Background: an optimization exercise with open tools, aiming at small area. Do not read the settings as production practice. In this exercise RTL edits were held to simulation tests only and were not proved equivalent to the original. No activity file was given, so power comes from the tool's default toggle rates.

== the previous run ==
==> flow/design.v <==
`timescale 1ns/10ps
module vumeter(
	input rx,
	input clk,rst,
	output hs,vs,
	output [2:0]RED,GREEN,
	output [1:0]BLUE
);
	reg [1:0]s;
	reg [4:0]u;
	wire ptick = &s;
	wire utick = s[0] & (u == 5'd26);
	wire upost = ~s[0] & (u == 5'd0);    
	always @(posedge clk or posedge rst)
	begin
		if(rst)
		begin
			s <= 2'd2;
			u <= 5'd31;
		end
		else
		begin
			s <= s + 1'b1;
			if(s[0])
				u <= (u == 5'd26) ? 5'd0 : u + 1'b1;
		end
	end
	reg [3:0]bst;
	reg [3:0]baud;
	reg dv;
	reg smp;
	reg [7:0]data;
	wire idle = (bst == 4'd6);
	wire b15 = &baud;
	wire vote = data[7];
	always @(posedge clk or posedge rst)
	begin
		if(rst)
		begin
			bst <= 4'd6;
			baud <= 4'd15;
			dv <= 1'b0;
		end
		else
		begin
			if(utick)
			begin
				baud <= (idle & rx) ? 4'd0 : baud + 1'b1;
				if(idle)
				begin
					if(~rx)
						bst <= 4'd7;
				end
				else if(b15)
				begin
					if(bst == 4'd1 | (vote & (bst == 4'd7 | bst == 4'd0)))
						bst <= 4'd6;
					else
						bst <= bst + 1'b1;
				end
				if(idle & rx)
					dv <= 1'b0;
			end
			if(upost & bst == 4'd0 & baud == 4'd0)
				dv <= 1'b1;
		end
	end
	always @(posedge clk)
	begin
		if(utick)
		begin
			smp <= rx;
			if(baud == 4'd7)
				data <= {rx, data[7:1]};
			else if(baud == 4'd9)
				data[7] <= (data[7] & smp) | (data[7] & rx) | (smp & rx);
		end
	end
	wire fshift = upost & (bst == 4'd0) & (baud == 4'd0) & ~dv;
	reg [63:0]fifo;
	reg [3:0]vcnt;
	always @(posedge clk)
	begin
		if(fshift)
			fifo <= {data, fifo[63:8]};
	end
	always @(posedge clk or posedge rst)
	begin
		if(rst)
			vcnt <= 4'd0;
		else if(fshift & ~vcnt[3])
			vcnt <= vcnt + 1'b1;
	end
	reg [6:0]r;
	reg [3:0]q;
	reg [1:0]ph;
	reg [7:0]hr;
	wire rend = (r == 7'd79);
	wire lend = rend & (q == 4'd7);
	always @(posedge clk or posedge rst)
	begin
		if(rst)
		begin
			r <= 7'd78;
			q <= 4'd7;
			ph <= 2'd2;
			hr <= 8'd1;
		end
		else if(ptick)
		begin
			r <= rend ? 7'd0 : r + 1'b1;
			if(rend)
				q <= (q == 4'd9) ? 4'd0 : q + 1'b1;
			if(lend)
			begin
				if(ph == 2'd0 & hr == 8'd2)
				begin
					ph <= 2'd1;
					hr <= 8'd240;
				end
				else if(ph == 2'd1 & hr == 8'd1)
				begin
					ph <= 2'd2;
					hr <= 8'd46;
				end
				else if(ph == 2'd2 & hr == 8'd1)
				begin
					ph <= 2'd0;
					hr <= 8'd240;
				end
				else
					hr <= hr - 1'b1;
			end
		end
	end
	assign hs = ~((q == 4'd8 & r >= 7'd16) | (q == 4'd9 & r < 7'd32));
	assign vs = ~(ph == 2'd2 & (hr == 8'd35 | hr == 8'd34));
	wire [2:0]bar = q[2:0];
	reg [7:0]d;
	always @(*)
	begin
		case(bar)
			3'd0: d = fifo[63:56];
			3'd1: d = fifo[55:48];
			3'd2: d = fifo[47:40];
			3'd3: d = fifo[39:32];
			3'd4: d = fifo[31:24];
			3'd5: d = fifo[23:16];
			3'd6: d = fifo[15:8];
			default: d = fifo[7:0];
		endcase
	end
	wire valid = vcnt[3] | ({1'b0,bar} < vcnt);
	wire inbar = (r != 7'd0) & (~rend | (bar == 3'd7));
	wire [7:0]thr = hr + {4'd0,hr[7:4]} + {7'd0,(|hr[3:0])};
	wire lit = ~q[3] & inbar & valid & ~ph[1] & (d >= thr);
	wire red_band = ph[0] ? (hr >= 8'd120 & hr <= 8'd239) : (hr >= 8'd121);
	wire green_band = ph[0] ? (hr <= 8'd199 | hr == 8'd240) : (hr <= 8'd200);
	assign RED = {3{lit & red_band}};
	assign GREEN = {3{lit & green_band}};
	assign BLUE = 2'b00;
endmodule
export LEC_CHECK = 0
export CAP_MARGIN = 20
export CORE_MARGIN = 2
export CORE_UTILIZATION = 40
export CTS_BUF_LIST = sky130_fd_sc_hd__clkbuf_8
export CTS_CLUSTER_DIAMETER = 300
export CTS_CLUSTER_SIZE = 60
export SLEW_MARGIN = 20
create_clock -name core_clock -period 25.0 [get_ports {clk}]
run.sh (not shown) runs the stock make flow with config.mk's settings and CLKGATE_MAP_FILE= SYNTH_SCRIPT=/design/flow/synth_recipe.tcl, a recipe that flattens the netlist after the stock synthesis.
Edits applied to the flow inputs when going from the previous run to the current run:
# the previous run
export LEC_CHECK = 0
export CAP_MARGIN = 20
export CORE_MARGIN = 2
export CORE_UTILIZATION = 40
export CTS_BUF_LIST = sky130_fd_sc_hd__clkbuf_8
export CTS_CLUSTER_DIAMETER = 300
export CTS_CLUSTER_SIZE = 60
export SLEW_MARGIN = 20
create_clock -name core_clock -period 25.0 [get_ports {clk}]
# the current run
export LEC_CHECK = 0
export CAP_MARGIN = 20
export CORE_MARGIN = 2
export CORE_UTILIZATION = 40
export CTS_BUF_LIST = sky130_fd_sc_hd__clkbuf_4
export CTS_CLUSTER_DIAMETER = 100
export CTS_CLUSTER_SIZE = 30
export SLEW_MARGIN = 20
create_clock -name core_clock -period 25.0 [get_ports {clk}]
- There was hardly any difference in portion of total power attributed to combinational logic between the current run and the previous run.
- Switching part of the total up 0.51 points in the current run wrt the previous run
- Summary — arrival time at the worst endpoint, the current run relative to the previous run: higher, by 0.09 ns.

## static timing again, ports no longer ideal
No port has a modelled driver above. Below, the same layouts with a new extraction and two added sets of constraints. Step 1: set_driving_cell puts a clkbuf_16 on clk and a buf_2 on each other input, an assumption about the parent block. Step 2 also shifts input and output timing later by t, the mid clock arrival at the registers, as if the neighbouring blocks saw the same clock. Slacks: ideal ports / drivers / drivers and shift; pairs: ideal ports / drivers.
run | t (ns) | slack for setup (ns) | worst setup path after step 2 | worst data-port slew with drivers (ns)
the previous run | 0.450 | 14.997 / 14.960 / 15.410 | register to output | 0.03
the current run | 0.533 | 14.914 / 14.883 / 15.416 | register to output | 0.03
After both steps setup and hold are still met in every run listed.
